This design comes from an exercise in tuning for small area and a short achievable clock period on the open sky130 flow, not from production work.
No run shown here included a check of the RTL's function; only the layout flow was run.

[flow/run.sh]
#!/bin/bash
# synth_recipe.tcl (not shown) runs the flow's synth.tcl, then flattens the netlist and writes it again
# the make line also repeats each setting of config.mk as NAME=value (left out here)
make -C /OpenROAD-flow-scripts/flow DESIGN_CONFIG=/design/flow/config.mk WORK_HOME=/design/flow/orfs CLKGATE_MAP_FILE= SYNTH_SCRIPT=/design/flow/synth_recipe.tcl finish
[flow/config.mk]
export PLATFORM = sky130hd
export DESIGN_NAME = cordic
export DESIGN_NICKNAME = cordic
export VERILOG_FILES = /design/flow/design.v
export SDC_FILE = /design/flow/constraint.sdc
export NUM_CORES = 4
export LEC_CHECK = 0
export CAP_MARGIN = 20
export CORE_MARGIN = 2
export CORE_UTILIZATION = 40
export SLEW_MARGIN = 20
[flow/constraint.sdc]
create_clock -name core_clock -period 3.5 [get_ports {clk}]
set_input_delay 0.7000 -clock core_clock [delete_from_list [all_inputs] [get_ports {clk}]]
set_output_delay 0.7000 -clock core_clock [all_outputs]
set_load 0.01 [all_outputs]
[flow/design.v]
module cordic(clk, angle, sine, cosine);
  input clk;
  input signed [31:0] angle;
  output signed [15:0] sine;
  output signed [15:0] cosine;
  reg [31:0] a0;
  always @(posedge clk) a0 <= angle;
  wire [29:0] z1 = {~a0[29], a0[28:0]};
  wire d1_0 = z1[29];
  reg [29:0] z2;   
  always @(posedge clk) z2 <= z1[29] ? z1[29:0] + 30'h12E4051D : z1[29:0] + 30'h2D1BFAE3;
  reg [28:0] z3;   
  always @(posedge clk) z3 <= z2[29] ? z2[28:0] + 29'h9FB385B : z2[28:0] + 29'h1604C7A5;
  reg [27:0] z4;   
  always @(posedge clk) z4 <= z3[28] ? z3[27:0] + 28'h51111D4 : z3[27:0] + 28'hAEEEE2C;
  reg [26:0] z5;   
  always @(posedge clk) z5 <= z4[27] ? z4[26:0] + 27'h28B0D43 : z4[26:0] + 27'h574F2BD;
  reg [25:0] z6;   
  always @(posedge clk) z6 <= z5[26] ? z5[25:0] + 26'h145D7E1 : z5[25:0] + 26'h2BA281F;
  reg [24:0] z7;   
  always @(posedge clk) z7 <= z6[25] ? z6[24:0] + 25'hA2F61E : z6[24:0] + 25'h15D09E2;
  reg [23:0] z8;   
  always @(posedge clk) z8 <= z7[24] ? z7[23:0] + 24'h517C55 : z7[23:0] + 24'hAE83AB;
  reg [22:0] z9;   
  always @(posedge clk) z9 <= z8[23] ? z8[22:0] + 23'h28BE53 : z8[22:0] + 23'h5741AD;
  reg [21:0] z10;   
  always @(posedge clk) z10 <= z9[22] ? z9[21:0] + 22'h145F2E : z9[21:0] + 22'h2BA0D2;
  wire [20:0] z11 = z10[21] ? z10[20:0] + 21'hA2F98 : z10[20:0] + 21'h15D068;
  reg d1_1; always @(posedge clk) d1_1 <= z1[29];
  reg d1_2; always @(posedge clk) d1_2 <= d1_1;
  reg d1_3; always @(posedge clk) d1_3 <= d1_2;
  wire dd1 = d1_3;
  reg d2_2; always @(posedge clk) d2_2 <= z2[29];
  reg d2_3; always @(posedge clk) d2_3 <= d2_2;
  wire dd2 = d2_3;
  reg d3_3; always @(posedge clk) d3_3 <= z3[28];
  wire dd3 = d3_3;
  reg d4_4; always @(posedge clk) d4_4 <= z4[27];
  wire dd4 = d4_4;
  reg d5_5; always @(posedge clk) d5_5 <= z5[26];
  wire dd5 = d5_5;
  reg d6_6; always @(posedge clk) d6_6 <= z6[25];
  wire dd6 = d6_6;
  reg d7_7; always @(posedge clk) d7_7 <= z7[24];
  wire dd7 = d7_7;
  reg d8_8; always @(posedge clk) d8_8 <= z8[23];
  wire dd8 = d8_8;
  reg d9_9; always @(posedge clk) d9_9 <= z9[22];
  wire dd9 = d9_9;
  reg d10_10; always @(posedge clk) d10_10 <= z10[21];
  wire dd10 = d10_10;
  reg d11_10; always @(posedge clk) d11_10 <= z11[20];
  reg d11_11; always @(posedge clk) d11_11 <= d11_10;
  wire dd11 = d11_11;
  reg s31_1, s30_1; always @(posedge clk) begin s31_1 <= a0[31]; s30_1 <= a0[30]; end
  reg s31_2, s30_2; always @(posedge clk) begin s31_2 <= s31_1; s30_2 <= s30_1; end
  reg s31_3, s30_3; always @(posedge clk) begin s31_3 <= s31_2; s30_3 <= s30_2; end
  wire s31 = s31_3, s30 = s30_3;
  wire [4:0] tsel = {s31, s30, dd1, dd2, dd3};
  reg [15:0] tx, ty;
  always @(*) begin
    case (tsel)
      5'd0: begin tx = 16'hF9EE; ty = 16'h7F81; end
      5'd1: begin tx = 16'h1980; ty = 16'h7D15; end
      5'd2: begin tx = 16'h36A6; ty = 16'h735D; end
      5'd3: begin tx = 16'h515C; ty = 16'h625D; end
      5'd4: begin tx = 16'h625D; ty = 16'h515C; end
      5'd5: begin tx = 16'h735D; ty = 16'h36A6; end
      5'd6: begin tx = 16'h7D15; ty = 16'h1980; end
      5'd7: begin tx = 16'h7F81; ty = 16'hF9EE; end
      5'd8: begin tx = 16'h807F; ty = 16'hF9ED; end
      5'd9: begin tx = 16'h82EB; ty = 16'h1981; end
      5'd10: begin tx = 16'h8CA3; ty = 16'h36A5; end
      5'd11: begin tx = 16'h9DA3; ty = 16'h515D; end
      5'd12: begin tx = 16'hAEA4; ty = 16'h625C; end
      5'd13: begin tx = 16'hC95A; ty = 16'h735E; end
      5'd14: begin tx = 16'hE680; ty = 16'h7D14; end
      5'd15: begin tx = 16'h0612; ty = 16'h7F82; end
      5'd16: begin tx = 16'h0613; ty = 16'h807E; end
      5'd17: begin tx = 16'hE67F; ty = 16'h82EC; end
      5'd18: begin tx = 16'hC95B; ty = 16'h8CA2; end
      5'd19: begin tx = 16'hAEA3; ty = 16'h9DA4; end
      5'd20: begin tx = 16'h9DA4; ty = 16'hAEA3; end
      5'd21: begin tx = 16'h8CA2; ty = 16'hC95B; end
      5'd22: begin tx = 16'h82EC; ty = 16'hE67F; end
      5'd23: begin tx = 16'h807E; ty = 16'h0613; end
      5'd24: begin tx = 16'h7F82; ty = 16'h0612; end
      5'd25: begin tx = 16'h7D14; ty = 16'hE680; end
      5'd26: begin tx = 16'h735E; ty = 16'hC95A; end
      5'd27: begin tx = 16'h625C; ty = 16'hAEA4; end
      5'd28: begin tx = 16'h515D; ty = 16'h9DA3; end
      5'd29: begin tx = 16'h36A5; ty = 16'h8CA3; end
      5'd30: begin tx = 16'h1981; ty = 16'h82EB; end
      5'd31: begin tx = 16'hF9ED; ty = 16'h807F; end
      default: begin tx = 16'h0000; ty = 16'h0000; end
    endcase
  end
  reg signed [15:0] x4, y4;
  always @(posedge clk) begin x4 <= tx; y4 <= ty; end
  wire signed [15:0] xs4 = x4 >>> 4, ys4 = y4 >>> 4;
  wire [16:0] xa4 = {x4, 1'b1} + {ys4 ^ {16{~dd4}}, ~dd4};
  wire [16:0] ya4 = {y4, 1'b1} + {xs4 ^ {16{dd4}}, dd4};
  reg signed [15:0] x5, y5;
  always @(posedge clk) begin x5 <= xa4[16:1]; y5 <= ya4[16:1]; end
  wire signed [15:0] xs5 = x5 >>> 5, ys5 = y5 >>> 5;
  wire [16:0] xa5 = {x5, 1'b1} + {ys5 ^ {16{~dd5}}, ~dd5};
  wire [16:0] ya5 = {y5, 1'b1} + {xs5 ^ {16{dd5}}, dd5};
  reg signed [15:0] x6, y6;
  always @(posedge clk) begin x6 <= xa5[16:1]; y6 <= ya5[16:1]; end
  wire signed [15:0] xs6 = x6 >>> 6, ys6 = y6 >>> 6;
  wire [16:0] xa6 = {x6, 1'b1} + {ys6 ^ {16{~dd6}}, ~dd6};
  wire [16:0] ya6 = {y6, 1'b1} + {xs6 ^ {16{dd6}}, dd6};
  reg signed [15:0] x7, y7;
  always @(posedge clk) begin x7 <= xa6[16:1]; y7 <= ya6[16:1]; end
  wire signed [15:0] xs7 = x7 >>> 7, ys7 = y7 >>> 7;
  wire [16:0] xa7 = {x7, 1'b1} + {ys7 ^ {16{~dd7}}, ~dd7};
  wire [16:0] ya7 = {y7, 1'b1} + {xs7 ^ {16{dd7}}, dd7};
  reg signed [15:0] x8, y8;
  always @(posedge clk) begin x8 <= xa7[16:1]; y8 <= ya7[16:1]; end
  wire signed [15:0] xs8 = x8 >>> 8, ys8 = y8 >>> 8;
  wire [16:0] xa8 = {x8, 1'b1} + {ys8 ^ {16{~dd8}}, ~dd8};
  wire [16:0] ya8 = {y8, 1'b1} + {xs8 ^ {16{dd8}}, dd8};
  reg signed [15:0] x9, y9;
  always @(posedge clk) begin x9 <= xa8[16:1]; y9 <= ya8[16:1]; end
  wire signed [15:0] xs9 = x9 >>> 9, ys9 = y9 >>> 9;
  wire [16:0] xa9 = {x9, 1'b1} + {ys9 ^ {16{~dd9}}, ~dd9};
  wire [16:0] ya9 = {y9, 1'b1} + {xs9 ^ {16{dd9}}, dd9};
  reg signed [15:0] x10, y10;
  always @(posedge clk) begin x10 <= xa9[16:1]; y10 <= ya9[16:1]; end
  wire signed [15:0] xs10 = x10 >>> 10, ys10 = y10 >>> 10;
  wire [16:0] xa10 = {x10, 1'b1} + {ys10 ^ {16{~dd10}}, ~dd10};
  wire [16:0] ya10 = {y10, 1'b1} + {xs10 ^ {16{dd10}}, dd10};
  reg signed [15:0] x11, y11;
  always @(posedge clk) begin x11 <= xa10[16:1]; y11 <= ya10[16:1]; end
  wire signed [15:0] xs11 = x11 >>> 11, ys11 = y11 >>> 11;
  wire [16:0] xa11 = {x11, 1'b1} + {ys11 ^ {16{~dd11}}, ~dd11};
  wire [16:0] ya11 = {y11, 1'b1} + {xs11 ^ {16{dd11}}, dd11};
  reg signed [15:0] x12, y12;
  always @(posedge clk) begin x12 <= xa11[16:1]; y12 <= ya11[16:1]; end
  assign sine = y12;
  assign cosine = x12;
endmodule
==> results.txt, run 1 <==
outcome=no timing/DRC/antenna violations; Initial DRC Count=951; Post-Syn Instances=3,836; vias per cell=5.05; Num CTS Buffers=69; root buf cell=clkbuf_16; Post-synth top cells=dfxtp_1, ha_1, xnor2_1; detailed placement HPWL=52,700 um; # Post-CTS Setup Buffers=0; final setup fails=0; first drt pass iteration count=6; asr flop ratio synth=0; Worst Path Buf+Inv=1; initial antenna violation count=0; chip height=299 um; Worst Setup Start Kind=flop; Post-Syn Area=34,800 sq um; PortBufs=64; cell type with the largest total area after synthesis=dfxtp_1; CP max-delay cell=dfxtp_1; Netlist cell types=91; CP max stage delay=0.48 ns; Yosys warning count=1; Final Cycle Share=0.909; placed cells=5,046; final net count=4,479; Wirelength per Cell=13.0 um; CTS tree=yes; Final Critical Period=3.18 ns; register area share after synthesis=0.327; gpl congestion=0.840; busiest grt layer=met2; Clk Latency, worst-skew pair=0.61 ns; met3 usage=0.0213; Rows=108; worst slack, placed=0.282 ns; Worst R2R Setup Slack=0.32 ns; CP startpoint=d10_10; critical path capture point=x11[14]; Final WS setup=0.319 ns; largest net degree at the start of global routing=46; via count=26,100; Tightest Pin Transition=0.838 ns; ant diodes=0; global-route wire length before repair=115,000 um; area growth from synthesis to layout=13.0%; Finished Core Util=0.455; RSZ-0062 raised after global routing=no; r2r endpoint=x11[14]; beginning of the worst hold path=a0[30]; core area=86,500 sq um; Cell Count, Final, Fillers Out=5,172; skew final=0.0175 ns; met2 Resource Use GR=0.275; CTS max path bufs=3; worst reg2reg path startpoint=d10_10; clock sinks=569; register bit total from synthesis=569; EDFF count, synth=0; final slew viol count=0; Filler Cell Count=8,430; critical path endpoint category=flop; GR Util met1=0.174; initial core utilization=0.403; total wire length=67,000 um; H-Tree Depth=3; drc violations=0; Clock transition at path regs=0.06 ns; final hold vios=0; Most used DFF post-synth=dfxtp_1; I/O Pins=65; fmax=0.314 GHz; total die area=89,400 sq um; synth top area cells=dfxtp_1, ha_1, xnor2_1; largest delay contributor family on the critical path=compound AO/OA/AOI/OAI gates; die extent in x=299 um; post-route ant nets=0; GRT Total Usage=0.149; vias in the first global route=25,300; share of layout cells above drive strength 1=0.0518; CP max FO=12; global route total overflow=0; Post-Syn Nets=4,353; Slew HR=0.437; Min-Delay Path Class=flop to flop; Req. time, crit path=4.04 ns; Setup CP Type=flop to flop; Synth top area share=0.327; synthesized area per cell=9.07 sq um; Max-Cap Viols=0; setup tns final=0 ns; CP arrival=3.73 ns; WP depth=10; most common cell in the synthesized netlist=dfxtp_1; reg2reg path depth=10; crit path cell chain=buf_4, xnor2_1, ha_1, a21boi_0, o21ai_0, o21ai_1, a311oi_1, nor3_1, or4_1, nand3_1
[area by class of cell]
class | instances | area, sq um | area share
flip-flops and latches | 569 | 11400 | 0.290
inverters | 170 | 638 | 0.0162
repair buffers | 109 | 991 | 0.0252
clock inverters | 33 | 358 | 0.00910
well taps | 1155 | 1450 | 0.0368
clock buffers | 93 | 1950 | 0.0495
multi-input cells | 3043 | 22500 | 0.573
[metrics by stage]
stage	cell area [sq um]	hold slack (ns)
final	39300	0.321
after global routing	39300	0.331
after CTS	39300	0.325
after detailed placement	37000	0.313
after global placement	37000	0.310
after floorplan	34800	0.310
[routing by layer]
layer / part of all wire / wire (um)
met1: 0.45 / 30300
met2: 0.49 / 32600
met3: 0.027 / 1810
met4: 0.033 / 2230
met5: 0 / 0
[registers in the layout, indices dropped and copies added (netlist names), 19 cells and up]
register,flops
z8,24
z6,26
z9,22
z5,27
z2,30
a0,32
z10,19
z7,25
z3,29
z4,28
[cell usage in the layout, fill, tap and decap left out, types with 73 or more instances in the layout]
cell type  Yosys  final
o21ai_0      210    210
xnor2_1      389    389
a21oi_1      292    292
xor2_1       161    161
o21a_1        73     73
nand2_1      185    185
a21o_1       107    107
nor3_1        91     91
inv_1        167    167
nor2_1       283    283
ha_1         476    476
dfxtp_1      569    568
nand3_1       78     78
[kinds of logic after synthesis]
| kind of cell | Yosys count | share of synthesized area |
|---|---|---|
| compound gates | 1077 | 0.202 |
| xor+xnor | 550 | 0.138 |
| fa+ha+maj | 484 | 0.176 |
| buf+inv | 224 | 0.0251 |
| flops | 569 | 0.327 |
| mux | 12 | 0.00352 |
| simple gates | 920 | 0.128 |
[worst min path at each step]
stage          depth (start not counted)  slack [ns]  endpoint
4_1_cts                                0        0.33     z4[1]
3_3_place_gp                           0        0.31     z4[1]
3_5_place_dp                           0        0.31     s31_1
6_report                               0        0.32     s30_1
5_1_grt                                0        0.33     s30_1
2_1_floorplan                          0        0.31    d11_11
[what timing repair did]
action / 4_1_cts / 5_1_grt
gates resized for setup: 0 / 1
hold buffers: 0 / 0
endpoints found under the hold margin: 0 / 0
setup endpoints to repair: 0 / 1
==> run 2: changes to the inputs <==
--- a/flow/config.mk
+++ b/flow/config.mk
@@ -10,2 +10,3 @@
 export CORE_UTILIZATION = 40
+export SETUP_SLACK_MARGIN = 1.6
 export SLEW_MARGIN = 20
==> run 2 against run 1 <==
Sequential cell count unchanged. Critical endpoint is now z2[26]. Routed wire length up 35%. Sequential share of layout area shrank 6.9 points. Maximum frequency rose by 13%. Non-clock buffer count rose by 606. Still clean. Critical path depth grew 1. Setup slack better by 0.36 ns. Synthesized cell count did not move. Global-route usage is 3.5 points higher. First-iteration DRC count fell by 3.0%.
==> results.txt, run 2 <==
Setup CP Type=flop to flop; Cell Count, Final, Fillers Out=5,772 (+12%); H-Tree Depth=3 (unchanged); root buf cell=clkbuf_16; cell type with the largest total area after synthesis=dfxtp_1; register bit total from synthesis=569 (unchanged); Post-Syn Area=34,800 sq um (unchanged); Min-Delay Path Class=flop to flop; multi-input combinational cell area=29,300 sq um (+30%); RSZ-0062 raised after global routing=yes; PortBufs=64 (unchanged); Tightest Pin Transition=0.899 ns (+0.0605 ns); Num CTS Buffers=69 (unchanged); Design Area, Final=52,000 sq um (+32%); Netlist cell types=91 (unchanged); Synth top area share=0.327 (unchanged); setup tns final=0 ns (unchanged); Yosys warning count=1 (unchanged); via count=29,800 (+14%); share of layout cells above drive strength 1=0.384 (+0.332); CP max FO=6 (-6); drc violations=0 (unchanged); worst slack, placed=0.377 ns (+0.0945 ns); placed cells=5,028 (-0.36%); total wire length=90,500 um (+35%); die extent in x=299 um (unchanged); most frequent cells in the layout=dfxtp_1, buf_4, ha_1; initial core utilization=0.403 (unchanged); skew final=0.0254 ns (+0.00793 ns); asr flop ratio synth=0 (unchanged); chip height=299 um (unchanged); outcome=no timing/DRC/antenna violations; ant diodes=0 (unchanged); Filler Cell Count=6,854 (-19%); fmax=0.355 GHz (+13%); CP arrival=3.36 ns (-0.37 ns); CTS tree=yes; Post-Syn Instances=3,836 (unchanged); gpl congestion=0.853 (+1.5%); vias in the first global route=29,400 (+16%); Most used DFF post-synth=dfxtp_1; EDFF count, synth=0 (unchanged); final net count=5,085 (+14%); global route total overflow=0 (unchanged); Clock transition at path regs=0.06 ns (about the same); final hold vios=0 (unchanged); global-route wire length before repair=139,000 um (+21%); register area share after synthesis=0.327 (unchanged); Initial DRC Count=922 (-3.0%); Rows=108 (unchanged); Final WS setup=0.682 ns (+0.363 ns); Finished Core Util=0.602 (+0.147); largest net degree at the start of global routing=42 (-8.7%); final slew viol count=0 (unchanged); Max-Cap Viols=0 (unchanged); total die area=89,400 sq um (unchanged); Worst Setup Start Kind=flop; Slew HR=0.395 (-0.0426); detailed placement HPWL=54,700 um (+3.7%); Wirelength per Cell=15.7 um (+21%); commonest non-fill, non-tap cell in the layout=dfxtp_1; CTS max path bufs=3 (unchanged); critical path endpoint category=flop; biggest regs=a0 (32), z2 (30), z3 (29); largest reg by FF count=a0; synth top area cells=dfxtp_1, ha_1, xnor2_1; first drt pass iteration count=5 (-1); clock sinks=569 (unchanged); Post-synth top cells=dfxtp_1, ha_1, xnor2_1; worst hold slack=0.307 ns (-0.0133 ns); final setup fails=0 (unchanged); Req. time, crit path=4.04 ns (about the same); most common cell in the synthesized netlist=dfxtp_1; max FFs per register=32 (unchanged); synthesized area per cell=9.07 sq um (unchanged); I/O Pins=65 (unchanged); area growth from synthesis to layout=49.5%; Area after DPL=38,700 sq um (+4.7%); vias per cell=5.16 (+2.3%); Final Cycle Share=0.805 (-0.104); Final Critical Period=2.82 ns (-0.363 ns); post-route ant nets=0 (unchanged); FF/Latch Area=11,500 sq um (+0.96%); Clk Latency, worst-skew pair=0.62 ns (about the same); initial antenna violation count=0 (unchanged); GRT Total Usage=0.184 (+0.0345); core area=86,500 sq um (unchanged); Post-Syn Nets=4,353 (unchanged)
==> run 2: cell counts after synthesis <==
Identical to the previous run, type by type.
==> run 2: metal layers <==
layer,share of wire,global-route usage
met3,0.031,0.0251
met4,0.028,0.0619
met2,0.54,0.354
met5,0,0
met1,0.40,0.205
==> run 2: final cells by class <==
class	count	share of cell area
multi-input combinational	3043	0.563
sequential	569	0.221
tap	1155	0.0278
timing repair buffer	715	0.130
clock inverter	14	0.00337
inverter	170	0.0138
clock buffer	106	0.0408
==> run 2: logic make-up (layout without fill, tap and decap cells) <==
family,after synthesis,count (layout),synth area share
adders and majority gates,484,484,0.176
buffers and inverters,224,1005,0.0251
xor gates and xnor gates,550,550,0.138
muxes,12,12,0.00352
and+or+nand+nor,920,920,0.128
DFF,569,569,0.327
AOI/OAI and AO/OA,1077,1077,0.202
==> run 2: path summary, 6_finish.rpt <==
check | start | to | slack (ns) | cells after the start
setup / recovery | a0[29] | z2[26] | 0.68 | 11
hold / removal | d1_2 | d1_3 | 0.31 | 0
setup reg to reg | a0[29] | z2[26] | 0.68 | 11
hold reg to reg | d1_2 | d1_3 | 0.31 | 0
==> run 2: repair_timing <==
| action | CTS | global route |
|---|---|---|
| setup endpoints to repair | 425 | 383 |
| pin swaps | 520 | 497 |
| buffers inserted | 439 | 180 |
| gates cloned | 5 | 0 |
| gates resized for setup | 754 | 553 |
| hold buffers | 0 | 0 |
==> run 2: worst max-delay path: stages, from the launching register on <==
cell and delay, ns:
dfxtp_4 0.36, buf_8 0.14, ha_2 0.42, nand4_1 0.18
a311oi_2 0.33, o311a_1 0.25, a21oi_2 0.08, a211o_1 0.33
nor2b_2 0.16, o2111ai_1 0.12, a21oi_1 0.22, xor2_1 0.15
==> run 3: changes to the inputs <==
--- a/flow/config.mk
+++ b/flow/config.mk
@@ -10,3 +10,3 @@
 export CORE_UTILIZATION = 40
-export SETUP_SLACK_MARGIN = 1.6
+export SETUP_SLACK_MARGIN = 1.2
 export SLEW_MARGIN = 20
==> run 3 against run 2 <==
Highest routed layer unchanged. Clock-buffer cell count shrank 7. Global-route usage shrank 0.67 points. Cell count shrank 1.9%. Critical endpoint is now z5[22]. Synthesized cell count is the same. Setup slack gained 0.0038 ns. Routed wire length shrank 3.9%. Still clean. First-iteration DRC count grew 19%. Non-clock buffer count shrank 108. Maximum frequency grew 0.14%.
==> results.txt, run 3 <==
outcome=no timing/DRC/antenna violations; synth top area cells=dfxtp_1, ha_1, xnor2_1; largest reg by FF count=a0; Setup CP Type=flop to flop; CTS max path bufs=3 (unchanged); detailed placement HPWL=54,400 um (-0.52%); RSZ-0062 raised after global routing=yes; root buf cell=clkbuf_16; met3 routed WL=2410 um (-13%); Worst Path Buf+Inv=3 (+2); max FFs per register=32 (unchanged); initial antenna violation count=0 (unchanged); CP max stage delay=0.44 ns (+0.02 ns); most common cell in the synthesized netlist=dfxtp_1; ant diodes=0 (unchanged); r2r endpoint=z5[22]; Area after DPL=38,100 sq um (-1.7%); biggest regs=a0 (32), z2 (30), z3 (29); final slew viol count=0 (unchanged); Req. time, crit path=3.98 ns (-0.06 ns); top sig layer=met4; WP depth=13 (+2); global-route wire length before repair=135,000 um (-3.4%); I/O Pins=65 (unchanged); Design Area, Final=49,400 sq um (-5.1%); Post-Syn Instances=3,836 (unchanged); crit path cell chain=clkinvlp_4, buf_12, fa_2, nor2b_2, o21ai_2, a21boi_2, o211ai_1, a21oi_2, and4b_4, or4_4, buf_4, a21oi_2, a31oi_1; Netlist cell types=91 (unchanged); Min-Delay Path Class=flop to flop; CP max FO=3 (-3); Post-synth top cells=dfxtp_1, ha_1, xnor2_1; Clk Latency, worst-skew pair=0.62 ns (about the same); Synth top area share=0.327 (unchanged); CP max-delay cell=or4_4; most frequent cells in the layout=dfxtp_1, buf_4, ha_1; Rows=108 (unchanged); gpl congestion=0.813 (-4.7%); vias per cell=5.19 (+0.51%); final setup fails=0 (unchanged); met2 WL post-DR=45,600 um (-6.2%); via count=29,400 (-1.4%); CP arrival=3.30 ns (-0.06 ns); Num CTS Buffers=69 (unchanged); EDFF count, synth=0 (unchanged); area growth from synthesis to layout=41.9%; Yosys warning count=1 (unchanged); synthesized area per cell=9.07 sq um (unchanged); Clock transition at path regs=0.06 ns (about the same); fmax=0.355 GHz (+0.14%); die extent in x=299 um (unchanged); vias in the first global route=28,900 (-1.6%); Finished Core Util=0.571 (-0.0305); commonest non-fill, non-tap cell in the layout=dfxtp_1; register bit total from synthesis=569 (unchanged); reg2reg path depth=13 (+2); Initial DRC Count=1,093 (+19%); critical path capture point=z5[22]; Final Critical Period=2.81 ns (-0.00382 ns); total die area=89,400 sq um (unchanged); CTS Hold Bufs=0 (unchanged); Worst Setup Start Kind=flop; Slew HR=0.314 (-0.0807); global route total overflow=0 (unchanged); largest net degree at the start of global routing=46 (+9.5%); largest delay contributor family on the critical path=simple AND/OR/NAND/NOR gates; register area share after synthesis=0.327 (unchanged); PortBufs=64 (unchanged); cell type with the largest total area after synthesis=dfxtp_1; final hold vios=0 (unchanged); chip height=299 um (unchanged); core area=86,500 sq um (unchanged); Worst R2R Setup Slack=0.69 ns (about the same); total wire length=87,000 um (-3.9%); initial core utilization=0.403 (unchanged); Max-Cap Viols=0 (unchanged); skew final=0.0289 ns (+0.00345 ns); post-route ant nets=0 (unchanged); asr flop ratio synth=0 (unchanged); CTS tree=yes; share of layout cells above drive strength 1=0.329 (-0.0550); GRT Total Usage=0.177 (-0.00670); CP startpoint=z4[27]; setup tns final=0 ns (unchanged); clock sinks=569 (unchanged); Final Cycle Share=0.804 (-0.00109); first drt pass iteration count=5 (unchanged); Wirelength per Cell=15.4 um (-2.1%); worst hold slack=0.324 ns (+0.0167 ns); drc violations=0 (unchanged); Post-Syn Nets=4,353 (unchanged); Post-Syn Area=34,800 sq um (unchanged); H-Tree Depth=3 (unchanged); crit-path most repeated cell=a21oi_2; critical path endpoint category=flop; met1 WL=35,900 um (-2.0%); Tightest Pin Transition=1.02 ns (+0.120 ns); Most used DFF post-synth=dfxtp_1; final net count=4,978 (-2.1%); worst reg2reg path startpoint=z4[27]
-- run 3: worst min-delay path by stage --
stage	from	endpoint	slack [ns]	cells past startpoint
after floorplan	d11_10	d11_11	0.31	0
after global placement	d1_2	d1_3	0.31	0
final	z6[0]	z7[0]	0.32	0
after detailed placement	z6[0]	z7[0]	0.31	0
after CTS	d1_2	d1_3	0.33	0
after global routing	s31_1	s31_2	0.34	0
-- run 3: logic make-up after synthesis --
| group | Yosys count | share of synthesized area |
|---|---|---|
| DFF | 569 | 0.327 |
| muxes | 12 | 0.00352 |
| adders and majority gates | 484 | 0.176 |
| xor gates and xnor gates | 550 | 0.138 |
| AOI/OAI and AO/OA | 1077 | 0.202 |
| and+or+nand+nor | 920 | 0.128 |
| buffers and inverters | 224 | 0.0251 |
-- run 3: timing repair --
action	CTS	global route
resized for setup	458	575
endpoints found under the setup margin	272	260
setup buffers	347	159
cloned	3	1
pin swaps	402	427
-- run 3: metrics by stage --
stage	setup WS, ns	cells
2_1_floorplan	0.685	3836
3_3_place_gp	0.407	5035
3_5_place_dp	0.368	5035
4_1_cts	0.710	5505
5_1_grt	0.573	5665
6_report	0.686	5665
-- run 3: routing by layer --
metal | vias to the layer above | track usage
li1 | 15100 | -
met4 | 0 | 0.0690
met3 | 205 | 0.0264
met2 | 510 | 0.332
met5 | - | 0
met1 | 13600 | 0.200
-- run 3: cell type report --
cell class / instances / area (sq um)
flip-flops and latches: 569 / 11500
inverters: 170 / 688
clock inverters: 21 / 335
well taps: 1155 / 1450
repair buffers: 607 / 5540
multi-input cells: 3043 / 28000
clock buffers: 99 / 1930
fillers: 7094 / 37100
repair inverters: 1 / 6.26

==> re-timing with driven ports <==
In the flow no input, the clock included, has a driving cell. The finished layouts below were timed again as built, in two steps. Step 1 (the two cells are an assumption about what drives the block):
set clk [get_ports {clk}]
set_driving_cell -lib_cell sky130_fd_sc_hd__clkbuf_16 $clk
set_driving_cell -lib_cell sky130_fd_sc_hd__buf_2 [delete_from_list [all_inputs] $clk]
Step 2 times the ports against the registers' clock, not the clock port: input delays grow and output delays shrink by t, the midpoint of the rising clock arrivals with the driver on. a / b / c = no drivers / after step 1 / after step 2; a / b = the first two.
| run | t, ns | setup slack, ns | hold slack, ns | clock arrival spread, ns |
|---|---|---|---|---|
| run 1 | 0.658 | 0.319 / 0.319 / 0.319 | 0.321 / 0.321 / 0.321 | 0.026 / 0.026 |
| run 2 | 0.669 | 0.682 / 0.682 / 0.682 | 0.307 / 0.307 / 0.307 | 0.034 / 0.035 |
| run 3 | 0.669 | 0.686 / 0.686 / 0.686 | 0.324 / 0.324 / 0.324 | 0.033 / 0.033 |
After both steps setup and hold are still met in every run listed.
